What follows belongs to an exercise in optimizing a design on an open flow for small area; a production flow would make more cautious choices.
Function was checked by simulation only, so behaviour that the tests miss may differ from the original.
The flow treats the clock pin as an ideal source. Dropping or thinning the clock tree relies on that and would not hold on a real chip.
Power figures rest on the tool's default switching activity, not on a simulated workload.

Setup of before:
==> flow/design.v <==
`default_nettype none
module robot_eye (
  input  wire       clk,
  input  wire       rst,
  input  wire       move_en,
  input  wire       osc_reset,
  output wire       servo_a,
  output wire       servo_b,
  output wire       servo_lid_a,
  output wire       servo_lid_b,
  output wire [7:0] swing_count
);
  genvar i;
  localparam [12:0] PPOL = 13'b0101010101010;
  reg  [12:0] pq;
  wire [12:0] p = pq ^ PPOL;
  wire pstep = (p == 13'b1000010111111);
  wire pincr = (p == 13'b0110001010011);
  always @(posedge clk)
    if (rst)        pq <= 13'b1011000101001 ^ PPOL;
    else if (pstep) pq <= 13'b1011000101011 ^ PPOL;
    else            pq <= {p[11:0], p[0] ^ p[1] ^ p[4] ^ p[12]} ^ PPOL;
  reg men_d, men_dd, osr_d, osr_dd;
  always @(posedge clk) begin
    men_d  <= move_en;
    men_dd <= men_d;
    osr_d  <= osc_reset;
    osr_dd <= osr_d;
  end
  reg started;
  always @(posedge clk)
    if (rst)        started <= 1'b0;
    else if (pstep) started <= 1'b1;
  wire ors = ~started | osr_dd;
  reg  [7:0] va;
  reg        cda, fa;
  reg  [3:0] ca;
  wire va_hi = va[7] & va[6] & (va[5] | va[4] | va[3]);                  
  wire va_lo = ~va[7] & (~va[6] | ~va[5] |
               (~va[4] & ~va[3] & (~va[2] | (~va[1] & ~va[0]))));        
  wire turn_a = cda ? va_lo : va_hi;
  wire [7:0] oa = {{4{cda}}, ca ^ {4{cda}}};
  wire [8:0] ka;
  wire [7:0] sa;
  assign ka[0] = ~cda;
  for (i = 0; i < 8; i = i + 1) begin : g_adda
    assign sa[i]   = va[i] ^ oa[i] ^ ka[i];
    assign ka[i+1] = (va[i] & oa[i]) | (ka[i] & (va[i] ^ oa[i]));
  end
  always @(posedge clk)
    if (rst) begin
      va  <= 8'd127;
      cda <= 1'b0;
    end else if (pstep) begin
      if (ors)         va  <= 8'd127;
      else if (turn_a) cda <= ~cda;
      else             va  <= sa;
    end
  always @(posedge clk)
    if (pstep) fa <= ~ors & ~cda & va_hi;
  wire [3:0] ca_inc = {ca[3] ^ (ca[2] & ca[1] & ca[0]), ca[2] ^ (ca[1] & ca[0]),
                       ca[1] ^ ca[0], ~ca[0]};
  always @(posedge clk)
    if (rst || (&ca))    ca <= 4'd0;
    else if (pincr & fa) ca <= ca_inc;
  reg  [7:0] vb;
  reg        cdb, fb;
  reg  [2:0] cb;
  wire vb_hi = vb[7] & vb[6] & (vb[5] | vb[4] | vb[3]);                  
  wire vb_lo = ~vb[7];                                                   
  wire turn_b = cdb ? vb_lo : vb_hi;
  wire [7:0] ob = {{5{cdb}}, cb ^ {3{cdb}}};
  wire [8:0] kb;
  wire [7:0] sb;
  assign kb[0] = ~cdb;
  for (i = 0; i < 8; i = i + 1) begin : g_addb
    assign sb[i]   = vb[i] ^ ob[i] ^ kb[i];
    assign kb[i+1] = (vb[i] & ob[i]) | (kb[i] & (vb[i] ^ ob[i]));
  end
  always @(posedge clk)
    if (rst) begin
      vb  <= 8'd163;
      cdb <= 1'b0;
    end else if (pstep) begin
      if (ors)         vb  <= 8'd163;
      else if (turn_b) cdb <= ~cdb;
      else             vb  <= sb;
    end
  always @(posedge clk)
    if (pstep) fb <= ~ors & ~cdb & vb_hi;
  wire [2:0] cb_inc = {cb[2] ^ (cb[1] & cb[0]), cb[1] ^ cb[0], ~cb[0]};
  always @(posedge clk)
    if (rst || (cb[2] & cb[0])) cb <= 3'd0;
    else if (pincr & fb)        cb <= cb_inc;
  localparam [6:0] DPOL = 7'b0101010;
  reg  [6:0] dq;
  wire [6:0] d = dq ^ DPOL;
  wire tic = (d == 7'b1111011);
  always @(posedge clk)
    if (rst)      dq <= 7'b1111011 ^ DPOL;
    else if (tic) dq <= 7'b1111001 ^ DPOL;
    else          dq <= {d[5:0], d[0] ^ d[6]} ^ DPOL;
  reg  [10:0] A;
  wire [11:0] ac;
  wire [10:0] an;
  assign ac[0] = tic;
  for (i = 0; i < 11; i = i + 1) begin : g_ang
    assign an[i]   = A[i] ^ ac[i];
    assign ac[i+1] = A[i] & ac[i];
  end
  always @(posedge clk)
    if (rst) A <= 11'd2001;      
    else     A <= an;
  wire az = (&A[10:6]) & (A[5] | (A[4] & (A[3] | A[2] | A[1])));
  wire ah = ~(A[10] | A[9] | A[8]);
  function lt8(input [7:0] x, input [7:0] y);    
    integer k;
    reg c;
    begin
      c = 1'b0;
      for (k = 0; k < 8; k = k + 1)
        c = (~x[k] & y[k]) | (~x[k] & c) | (y[k] & c);
      lt8 = c;
    end
  endfunction
  assign servo_a     = az | (ah & (men_dd ? lt8(A[7:0], va) : lt8(A[7:0], 8'd127)));
  assign servo_b     = az | (ah & (men_dd ? lt8(A[7:0], vb) : lt8(A[7:0], 8'd163)));
  assign servo_lid_a = az | (ah & (men_dd ? lt8(A[7:0], 8'd175) : lt8(A[7:0], 8'd127)));
  assign servo_lid_b = az | (ah & (men_dd ? lt8(A[7:0], 8'd155) : lt8(A[7:0], 8'd127)));
  assign swing_count = {4'd0, ca};
endmodule
`default_nettype wire
==> flow/config.mk <==
export PLATFORM = sky130hd
export DESIGN_NAME = robot_eye
export DESIGN_NICKNAME = robot_eye
export VERILOG_FILES = /design/flow/design.v
export SDC_FILE = /design/flow/constraint.sdc
export NUM_CORES = 4
export LEC_CHECK = 0
export CAP_MARGIN = 20
export CORE_MARGIN = 2
export CORE_UTILIZATION = 40
export SLEW_MARGIN = 20
==> flow/constraint.sdc <==
create_clock -name core_clock -period 10.0 [get_ports {clk}]
set_input_delay 2.0000 -clock core_clock [delete_from_list [all_inputs] [get_ports {clk}]]
set_output_delay 2.0000 -clock core_clock [all_outputs]
set_load 0.01 [all_outputs]
standard.sh (not shown) runs the stock make flow with config.mk's settings and CLKGATE_MAP_FILE= SYNTH_SCRIPT=/design/flow/synth_recipe.tcl, a recipe that flattens the netlist after the stock synthesis.
==> flow/flow/run.sh <==
#!/bin/bash
# Own layout flow: the standard synthesis, then an area-oriented re-mapping
# of the combinational logic (registers untouched), then the standard
# layout with smaller port buffers and a clock tree without dummy loads.
set -euo pipefail
W=$(pwd)
R=$W/orfs/results/$FLOW_PLATFORM/robot_eye/base
LIB=$FLOW_HOME/platforms/$FLOW_PLATFORM/lib/sky130_fd_sc_hd__tt_025C_1v80.lib

bash standard.sh synth > $W/log_1_synth.txt 2>&1
cp $R/1_2_yosys.v $W/synth_standard.v

python3 flow/mkmodels.py $LIB $W/comb_models.v > $W/log_2_models.txt 2>&1
# Several seeds of the randomised AIG optimisation in parallel; keep the
# smallest mapped netlist.
SEEDS="$(seq 1 16)"
for S in $SEEDS; do
  if (( S > 1 && S % 4 == 1 )); then wait; fi
  sed "s/@SEED@/$S/" flow/area.script > $W/area_$S.script
  RESYN_LIB=$LIB RESYN_IN=$W/synth_standard.v RESYN_OUT=$W/synth_resyn_$S.v \
  RESYN_SCRIPT=$W/area_$S.script \
    yosys -c flow/resyn.tcl > $W/log_3_resyn_$S.txt 2>&1 &
done
wait
best=""; bestA=""
for S in $SEEDS; do
  [[ -s $W/synth_resyn_$S.v && -f $W/synth_resyn_$S.v.after.txt ]] || continue
  a=$(awk '/Chip area/{print $NF}' $W/synth_resyn_$S.v.after.txt)
  echo "seed $S: area $a" >> $W/log_3_resyn_pick.txt
  if [[ -z "$best" ]] || awk -v a=$a -v b=$bestA 'BEGIN{exit !(a < b)}'; then best=$S; bestA=$a; fi
done
echo "picked seed $best ($bestA)" >> $W/log_3_resyn_pick.txt
cp $W/synth_resyn_$best.v $W/synth_resyn.v
cp $W/synth_resyn.v $R/1_2_yosys.v
rm -f $R/1_synth.odb $R/1_synth.sdc

bash standard.sh "BUFFER_PORTS_ARGS=-buffer_cell sky130_fd_sc_hd__buf_1" SKIP_REPAIR_TIE_FANOUT=1 place > $W/log_4_place.txt 2>&1

CBUF=${CBUF:-sky130_fd_sc_hd__buf_6}; NCL=${NCL:-4}
if [[ -f flow/clk_cfg ]]; then read CBUF NCL < flow/clk_cfg; fi
CBUF=$CBUF NCL=$NCL CBUF_UP="sky130_fd_sc_hd__clkbuf_8 sky130_fd_sc_hd__buf_8 sky130_fd_sc_hd__clkbuf_16" CTS_SLEW_LIMIT=0.110 CTS_RESULTS=$R CTS_FLOWDIR=$W/flow \
  openroad -no_init -exit flow/my_cts.tcl > $W/log_5_cts.txt 2>&1
cp $R/4_1_cts.odb $R/4_cts.odb
cp $R/3_place.sdc $R/4_cts.sdc
echo 'set_propagated_clock [get_clocks {core_clock}]' >> $R/4_cts.sdc

bash standard.sh \
  "BUFFER_PORTS_ARGS=-buffer_cell sky130_fd_sc_hd__buf_1" \
  finish > $W/log_6_layout.txt 2>&1
==> flow/flow/area.script <==
strash
&get -n
&deepsyn -T 60 -S @SEED@
&put
dch -f
amap -F 10 -A 20 -C 1000
topo
Other scripts of this flow, unchanged in this note and not shown: flow/flow/clkbuf.tcl, flow/flow/dont_use.txt, flow/flow/mkmodels.py, flow/flow/my_cts.tcl, flow/flow/resyn.tcl
Edits applied to the flow inputs when going from before to after:
--- a/flow/flow/run.sh
+++ b/flow/flow/run.sh
@@ -16 +16 @@
-SEEDS="$(seq 1 16)"
+SEEDS="1 2 3 4 5 6 7 8"
@@ -18 +18 @@
-  if (( S > 1 && S % 4 == 1 )); then wait; fi
+  if (( S == 5 )); then wait; fi
--- a/flow/flow/area.script
+++ b/flow/flow/area.script
@@ -3 +3 @@
-&deepsyn -T 60 -S @SEED@
+&deepsyn -T 90 -S @SEED@
Results
Fraction of power consumed by the clock network up 0.7 points in after wrt before. Relative to before, the final estimated routing congestion in global placement measured on after has increased by a few percent. Cell leakage power, after and before: smaller value in after. In after relative to before, via count of the first global-routing pass had gone down slightly. Wire length per cell after detailed routing: after > before. Compared with before, after shows a lower setup slack of the critical path after layout. In the metrics for after and before, the one carrying the higher synthesized cell count is before. The synthesized area of before and that of after are within noise of each other. Clock skew across after and before: no real change.
In every run of this note, the design's own scripts or RTL, not TritonCTS, make the clock network.

* * *

v12:
Starts from the design.v that is shown in full above.
clock: 10.0 ns
lec_check: 0
cap_margin: 20
core_margin: 2
core_utilization: 40
slew_margin: 20
==> flow/flow/run.sh <==
#!/bin/bash
# Own layout flow: the standard synthesis, then an area-oriented re-mapping
# of the combinational logic (registers untouched), then the standard
# layout with smaller port buffers and a clock tree without dummy loads.
set -euo pipefail
W=$(pwd)
R=$W/orfs/results/$FLOW_PLATFORM/robot_eye/base
LIB=$FLOW_HOME/platforms/$FLOW_PLATFORM/lib/sky130_fd_sc_hd__tt_025C_1v80.lib

bash standard.sh synth > $W/log_1_synth.txt 2>&1
cp $R/1_2_yosys.v $W/synth_standard.v

python3 flow/mkmodels.py $LIB $W/comb_models.v > $W/log_2_models.txt 2>&1
# Several seeds of the randomised AIG optimisation in parallel; keep the
# smallest mapped netlist.
for S in 1 2 3 4; do
  sed "s/@SEED@/$S/" flow/area.script > $W/area_$S.script
  RESYN_LIB=$LIB RESYN_IN=$W/synth_standard.v RESYN_OUT=$W/synth_resyn_$S.v \
  RESYN_SCRIPT=$W/area_$S.script \
    yosys -c flow/resyn.tcl > $W/log_3_resyn_$S.txt 2>&1 &
done
wait
best=""; bestA=""
for S in 1 2 3 4; do
  [[ -s $W/synth_resyn_$S.v && -f $W/synth_resyn_$S.v.after.txt ]] || continue
  a=$(awk '/Chip area/{print $NF}' $W/synth_resyn_$S.v.after.txt)
  echo "seed $S: area $a" >> $W/log_3_resyn_pick.txt
  if [[ -z "$best" ]] || awk -v a=$a -v b=$bestA 'BEGIN{exit !(a < b)}'; then best=$S; bestA=$a; fi
done
echo "picked seed $best ($bestA)" >> $W/log_3_resyn_pick.txt
cp $W/synth_resyn_$best.v $W/synth_resyn.v
cp $W/synth_resyn.v $R/1_2_yosys.v
rm -f $R/1_synth.odb $R/1_synth.sdc

bash standard.sh "BUFFER_PORTS_ARGS=-buffer_cell sky130_fd_sc_hd__buf_1" place > $W/log_4_place.txt 2>&1

CBUF=${CBUF:-sky130_fd_sc_hd__buf_6}; NCL=${NCL:-4}
if [[ -f flow/clk_cfg ]]; then read CBUF NCL < flow/clk_cfg; fi
CBUF=$CBUF NCL=$NCL CBUF_UP="sky130_fd_sc_hd__clkbuf_8 sky130_fd_sc_hd__buf_8 sky130_fd_sc_hd__clkbuf_16" CTS_SLEW_LIMIT=0.110 CTS_RESULTS=$R CTS_FLOWDIR=$W/flow \
  openroad -no_init -exit flow/my_cts.tcl > $W/log_5_cts.txt 2>&1
cp $R/4_1_cts.odb $R/4_cts.odb
cp $R/3_place.sdc $R/4_cts.sdc
echo 'set_propagated_clock [get_clocks {core_clock}]' >> $R/4_cts.sdc

bash standard.sh \
  "BUFFER_PORTS_ARGS=-buffer_cell sky130_fd_sc_hd__buf_1" \
  finish > $W/log_6_layout.txt 2>&1
==> flow/flow/area.script <==
strash
&get -n
&deepsyn -T 90 -S @SEED@
&put
dch -f
amap -F 10 -A 20 -C 1000
topo
==> flow/flow/clkbuf.tcl <==
set db [ord::get_db]
set block [ord::get_db_block]
set clknet [$block findNet clk]
set master [$db findMaster $::env(CBUF)]
set K $::env(NCL)
set its {}; set xs {}; set ys {}
foreach it [$clknet getITerms] {
  lappend its $it
  set bb [[$it getInst] getBBox]
  lappend xs [expr {([$bb xMin] + [$bb xMax]) / 2}]
  lappend ys [expr {([$bb yMin] + [$bb yMax]) / 2}]
}
set n [llength $its]
# k-means, init: spread by sorted x then y
set order [lsort -integer -indices $xs]
set cx {}; set cy {}
for {set k 0} {$k < $K} {incr k} {
  set i [lindex $order [expr {int(($k + 0.5) * $n / $K)}]]
  lappend cx [lindex $xs $i]; lappend cy [lindex $ys $i]
}
for {set iter 0} {$iter < 30} {incr iter} {
  set cap [expr {int(ceil(double($n) / $K)) + 1}]
  set pairs {}
  for {set i 0} {$i < $n} {incr i} {
    for {set k 0} {$k < $K} {incr k} {
      set d [expr {abs([lindex $xs $i] - [lindex $cx $k]) + abs([lindex $ys $i] - [lindex $cy $k])}]
      lappend pairs [list $d $i $k]
    }
  }
  set pairs [lsort -real -index 0 $pairs]
  set asg [lrepeat $n -1]; set cnt [lrepeat $K 0]
  foreach pr $pairs {
    lassign $pr d i k
    if {[lindex $asg $i] >= 0 || [lindex $cnt $k] >= $cap} continue
    lset asg $i $k; lset cnt $k [expr {[lindex $cnt $k] + 1}]
  }
  set ncx {}; set ncy {}
  for {set k 0} {$k < $K} {incr k} {
    set sx 0; set sy 0; set c 0
    for {set i 0} {$i < $n} {incr i} { if {[lindex $asg $i] == $k} { set sx [expr {$sx + [lindex $xs $i]}]; set sy [expr {$sy + [lindex $ys $i]}]; incr c } }
    if {$c > 0} { lappend ncx [expr {$sx / $c}]; lappend ncy [expr {$sy / $c}] } else { lappend ncx [lindex $cx $k]; lappend ncy [lindex $cy $k] }
  }
  set cx $ncx; set cy $ncy
}
for {set k 0} {$k < $K} {incr k} {
  set inst [odb::dbInst_create $block $master clkbuf_leaf_$k]
  set net [odb::dbNet_create $block clknet_leaf_$k]
  $net setSigType CLOCK
  for {set i 0} {$i < $n} {incr i} { if {[lindex $asg $i] == $k} { set it [lindex $its $i]; $it disconnect; $it connect $net } }
  [$inst findITerm A] connect $clknet
  [$inst findITerm X] connect $net
  $inst setLocation [lindex $cx $k] [lindex $cy $k]
  $inst setPlacementStatus PLACED
}
==> flow/flow/my_cts.tcl <==
# Clock buffering in place of ORFS's CTS step: the flip-flops are split into
# NCL clusters by position, each driven by one clock buffer fed from clk.
set P $::env(FLOW_HOME)/platforms/$::env(FLOW_PLATFORM)
set R $::env(CTS_RESULTS)
read_lef $P/lef/sky130_fd_sc_hd.tlef
read_lef $P/lef/sky130_fd_sc_hd_merged.lef
read_liberty $P/lib/sky130_fd_sc_hd__tt_025C_1v80.lib
read_db $R/3_place.odb
read_sdc $R/3_place.sdc
source $P/setRC.tcl
source $::env(CTS_FLOWDIR)/clkbuf.tcl
detailed_placement
check_placement -verbose
set_propagated_clock [all_clocks]
estimate_parasitics -placement
report_clock_skew
report_worst_slack -min
report_worst_slack -max
# Upsize each leaf buffer, in steps, until its flip-flops see a clock edge
# faster than CTS_SLEW_LIMIT.
proc leaf_slew { inst } {
  set net [get_nets -of_objects [get_pins -of_objects $inst -filter "direction==output"]]
  set w 0
  foreach p [get_pins -of_objects $net -filter "direction==input"] {
    set s [get_property $p slew_max]; if {$s > $w} { set w $s }
  }
  return $w
}
foreach inst [get_cells clkbuf_leaf_*] {
  foreach up $::env(CBUF_UP) {
    set w [leaf_slew $inst]
    puts "[get_full_name $inst] [get_property $inst ref_name]: worst sink slew $w"
    if {$w <= $::env(CTS_SLEW_LIMIT)} break
    replace_cell $inst [get_lib_cells */$up]
    estimate_parasitics -placement
  }
  puts "[get_full_name $inst] [get_property $inst ref_name]: worst sink slew [leaf_slew $inst]"
}
detailed_placement
check_placement -verbose
estimate_parasitics -placement
set worst 0
foreach pin [get_pins -hierarchical */CLK] {
  set s [get_property $pin slew_max]
  if {$s > $worst} { set worst $s }
}
puts "worst flip-flop clock slew (placement estimate): $worst"
write_db $R/4_1_cts.odb
Other scripts of this flow, unchanged in this note and not shown: flow/flow/dont_use.txt, flow/flow/mkmodels.py, flow/flow/resyn.tcl
The inputs of v27 differ from those of v12 as listed below.
Settings: GPL_TIMING_DRIVEN now 0, previously not set.
-- flow/flow/run.sh --
<<< v12, line 14
# Several seeds of the randomised AIG optimisation in parallel; keep the
# smallest mapped netlist.
for S in 1 2 3 4; do
  sed "s/@SEED@/$S/" flow/area.script > $W/area_$S.script
  RESYN_LIB=$LIB RESYN_IN=$W/synth_standard.v RESYN_OUT=$W/synth_resyn_$S.v \
>>> v27, line 14
# Several seeds of the randomised AIG optimisation in parallel; keep the
# smallest mapped netlist.
SEEDS="1 2 3 4 5 6 7 8"
for S in $SEEDS; do
  if (( S == 5 )); then wait; fi
  sed "s/@SEED@/$S/" flow/area.script > $W/area_$S.script
  RESYN_LIB=$LIB RESYN_IN=$W/synth_standard.v RESYN_OUT=$W/synth_resyn_$S.v \
<<< v12, line 22
wait
best=""; bestA=""
for S in 1 2 3 4; do
  [[ -s $W/synth_resyn_$S.v && -f $W/synth_resyn_$S.v.after.txt ]] || continue
  a=$(awk '/Chip area/{print $NF}' $W/synth_resyn_$S.v.after.txt)
>>> v27, line 24
wait
best=""; bestA=""
for S in $SEEDS; do
  [[ -s $W/synth_resyn_$S.v && -f $W/synth_resyn_$S.v.after.txt ]] || continue
  a=$(awk '/Chip area/{print $NF}' $W/synth_resyn_$S.v.after.txt)
<<< v12, line 33
rm -f $R/1_synth.odb $R/1_synth.sdc

bash standard.sh "BUFFER_PORTS_ARGS=-buffer_cell sky130_fd_sc_hd__buf_1" place > $W/log_4_place.txt 2>&1

CBUF=${CBUF:-sky130_fd_sc_hd__buf_6}; NCL=${NCL:-4}
>>> v27, line 35
rm -f $R/1_synth.odb $R/1_synth.sdc

bash standard.sh "BUFFER_PORTS_ARGS=-buffer_cell sky130_fd_sc_hd__buf_1" SKIP_REPAIR_TIE_FANOUT=1 place > $W/log_4_place.txt 2>&1

CBUF=${CBUF:-sky130_fd_sc_hd__buf_6}; NCL=${NCL:-4}
[summary]
- In v27 relative to v12, net switching power of the design had gone up by a few percent.
- The via density per instance of v27 and that of v12 are within noise of each other.
- ~same power attributed to the clock group in v12 and v27
- Final net count across v12 and v27: no real change.
- Clock transition at the registers of the reported paths down 0.02 ns in v27 wrt v12
- From v12 to v27 the numbers moved as follows: setup slack after placement shows a reduction of 0.099 ns; post-route cell area shows no meaningful change.
- Delta (v27 minus v12): sequential cell area share roughly the same; highest clock rate lower.
- v27 vs v12 — overall power after layout rose about 1.6%.
--- input diff v27..v4 ---
Settings: changing CORE_UTILIZATION from 40 to 65; removing GPL_TIMING_DRIVEN (formerly 0).
-- flow/flow/run.sh --
<<< v27, line 14
# Several seeds of the randomised AIG optimisation in parallel; keep the
# smallest mapped netlist.
SEEDS="1 2 3 4 5 6 7 8"
for S in $SEEDS; do
  if (( S == 5 )); then wait; fi
  sed "s/@SEED@/$S/" flow/area.script > $W/area_$S.script
  RESYN_LIB=$LIB RESYN_IN=$W/synth_standard.v RESYN_OUT=$W/synth_resyn_$S.v \
>>> v4, line 14
# Several seeds of the randomised AIG optimisation in parallel; keep the
# smallest mapped netlist.
for S in 1 2 3 4; do
  sed "s/@SEED@/$S/" flow/area.script > $W/area_$S.script
  RESYN_LIB=$LIB RESYN_IN=$W/synth_standard.v RESYN_OUT=$W/synth_resyn_$S.v \
<<< v27, line 24
wait
best=""; bestA=""
for S in $SEEDS; do
  [[ -s $W/synth_resyn_$S.v && -f $W/synth_resyn_$S.v.after.txt ]] || continue
  a=$(awk '/Chip area/{print $NF}' $W/synth_resyn_$S.v.after.txt)
>>> v4, line 22
wait
best=""; bestA=""
for S in 1 2 3 4; do
  [[ -s $W/synth_resyn_$S.v && -f $W/synth_resyn_$S.v.after.txt ]] || continue
  a=$(awk '/Chip area/{print $NF}' $W/synth_resyn_$S.v.after.txt)
<<< v27, line 35
rm -f $R/1_synth.odb $R/1_synth.sdc

bash standard.sh "BUFFER_PORTS_ARGS=-buffer_cell sky130_fd_sc_hd__buf_1" SKIP_REPAIR_TIE_FANOUT=1 place > $W/log_4_place.txt 2>&1

CBUF=${CBUF:-sky130_fd_sc_hd__buf_6}; NCL=${NCL:-4}
if [[ -f flow/clk_cfg ]]; then read CBUF NCL < flow/clk_cfg; fi
CBUF=$CBUF NCL=$NCL CBUF_UP="sky130_fd_sc_hd__clkbuf_8 sky130_fd_sc_hd__buf_8 sky130_fd_sc_hd__clkbuf_16" CTS_SLEW_LIMIT=0.110 CTS_RESULTS=$R CTS_FLOWDIR=$W/flow \
  openroad -no_init -exit flow/my_cts.tcl > $W/log_5_cts.txt 2>&1
cp $R/4_1_cts.odb $R/4_cts.odb
>>> v4, line 33
rm -f $R/1_synth.odb $R/1_synth.sdc

bash standard.sh "BUFFER_PORTS_ARGS=-buffer_cell sky130_fd_sc_hd__buf_1" place > $W/log_4_place.txt 2>&1

CBUF=${CBUF:-sky130_fd_sc_hd__clkbuf_8}; NCL=${NCL:-4}
if [[ -f flow/clk_cfg ]]; then read CBUF NCL < flow/clk_cfg; fi
CBUF=$CBUF NCL=$NCL CTS_RESULTS=$R CTS_FLOWDIR=$W/flow \
  openroad -no_init -exit flow/my_cts.tcl > $W/log_5_cts.txt 2>&1
cp $R/4_1_cts.odb $R/4_cts.odb
==> flow/flow/area.script <==
strash
&get -n
&deepsyn -T 30 -S @SEED@
&put
dch -f
amap -F 10 -A 20 -C 1000
topo
-- flow/flow/clkbuf.tcl --
<<< v27, line 19
  lappend cx [lindex $xs $i]; lappend cy [lindex $ys $i]
}
for {set iter 0} {$iter < 30} {incr iter} {
  set cap [expr {int(ceil(double($n) / $K)) + 1}]
  set pairs {}
  for {set i 0} {$i < $n} {incr i} {
    for {set k 0} {$k < $K} {incr k} {
      set d [expr {abs([lindex $xs $i] - [lindex $cx $k]) + abs([lindex $ys $i] - [lindex $cy $k])}]
      lappend pairs [list $d $i $k]
    }
  }
  set pairs [lsort -real -index 0 $pairs]
  set asg [lrepeat $n -1]; set cnt [lrepeat $K 0]
  foreach pr $pairs {
    lassign $pr d i k
    if {[lindex $asg $i] >= 0 || [lindex $cnt $k] >= $cap} continue
    lset asg $i $k; lset cnt $k [expr {[lindex $cnt $k] + 1}]
  }
  set ncx {}; set ncy {}
>>> v4, line 19
  lappend cx [lindex $xs $i]; lappend cy [lindex $ys $i]
}
for {set iter 0} {$iter < 50} {incr iter} {
  set asg {}
  for {set i 0} {$i < $n} {incr i} {
    set best -1; set bd 1e30
    for {set k 0} {$k < $K} {incr k} {
      set dx [expr {[lindex $xs $i] - [lindex $cx $k]}]; set dy [expr {[lindex $ys $i] - [lindex $cy $k]}]
      set d [expr {abs($dx) + abs($dy)}]
      if {$d < $bd} { set bd $d; set best $k }
    }
    lappend asg $best
  }
  set ncx {}; set ncy {}
==> flow/flow/my_cts.tcl <==
# Clock buffering in place of ORFS's CTS step: the flip-flops are split into
# NCL clusters by position, each driven by one clock buffer fed from clk.
set P $::env(FLOW_HOME)/platforms/$::env(FLOW_PLATFORM)
set R $::env(CTS_RESULTS)
read_lef $P/lef/sky130_fd_sc_hd.tlef
read_lef $P/lef/sky130_fd_sc_hd_merged.lef
read_liberty $P/lib/sky130_fd_sc_hd__tt_025C_1v80.lib
read_db $R/3_place.odb
read_sdc $R/3_place.sdc
source $P/setRC.tcl
source $::env(CTS_FLOWDIR)/clkbuf.tcl
detailed_placement
check_placement -verbose
set_propagated_clock [all_clocks]
estimate_parasitics -placement
report_clock_skew
report_worst_slack -min
report_worst_slack -max
set worst 0
foreach pin [get_pins -hierarchical */CLK] {
  set s [get_property $pin slew_max]
  if {$s > $worst} { set worst $s }
}
puts "worst flip-flop clock slew (placement estimate): $worst"
write_db $R/4_1_cts.odb
Results
Looking at final cell count without fillers, v4 sits 5.5% below v27.
Lower pin count of the biggest net entering global routing among v4 and v27: v27
v4: cell count after placement about 5.6% below v27
Diff v27 -> v4: minimum setup slack among reg-to-reg paths went down; max-slew headroom at the worst pin went down; global-route met1 utilization went up.
Final routed wire length divided by cell count was higher in the run labelled v4.
Any difference in worst hold slack between v27 and v4 is small enough to ignore.
v4 ended up with a higher synthesized netlist cell count than v27 did.
No run of this note takes its clock network from TritonCTS; it comes from the design's own scripts or RTL.

[separate check: timing with driven ports]
The flow's constraints put no driver on any port. The routed layouts listed below were extracted and timed again, unchanged, in two steps.
Step 1 sets driving cells, clkbuf_16 on the clock port and buf_2 on the other inputs (assumed; they add their load-dependent delay and slew).
Step 2, shift: input delay + t, output delay - t, t = (earliest + latest rising clock arrival at the registers) / 2. This alone moves slack from input paths to output paths.
a / b / c = ideal / step 1 / step 2; a / b = the first two.
run | t (ns) | slack for setup (ns) | worst data-port slew with drivers (ns)
before | 0.203 | 6.053 / 5.992 / 6.195 | 0.03
after | 0.205 | 5.993 / 5.927 / 6.132 | 0.03
v12 | 0.196 | 6.006 / 5.940 / 6.136 | 0.03
v27 | 0.200 | 5.974 / 5.914 / 6.114 | 0.03
v4 | 0.210 | 6.202 / 6.146 / 6.285 | 0.03
After both steps every run listed still meets setup and hold.
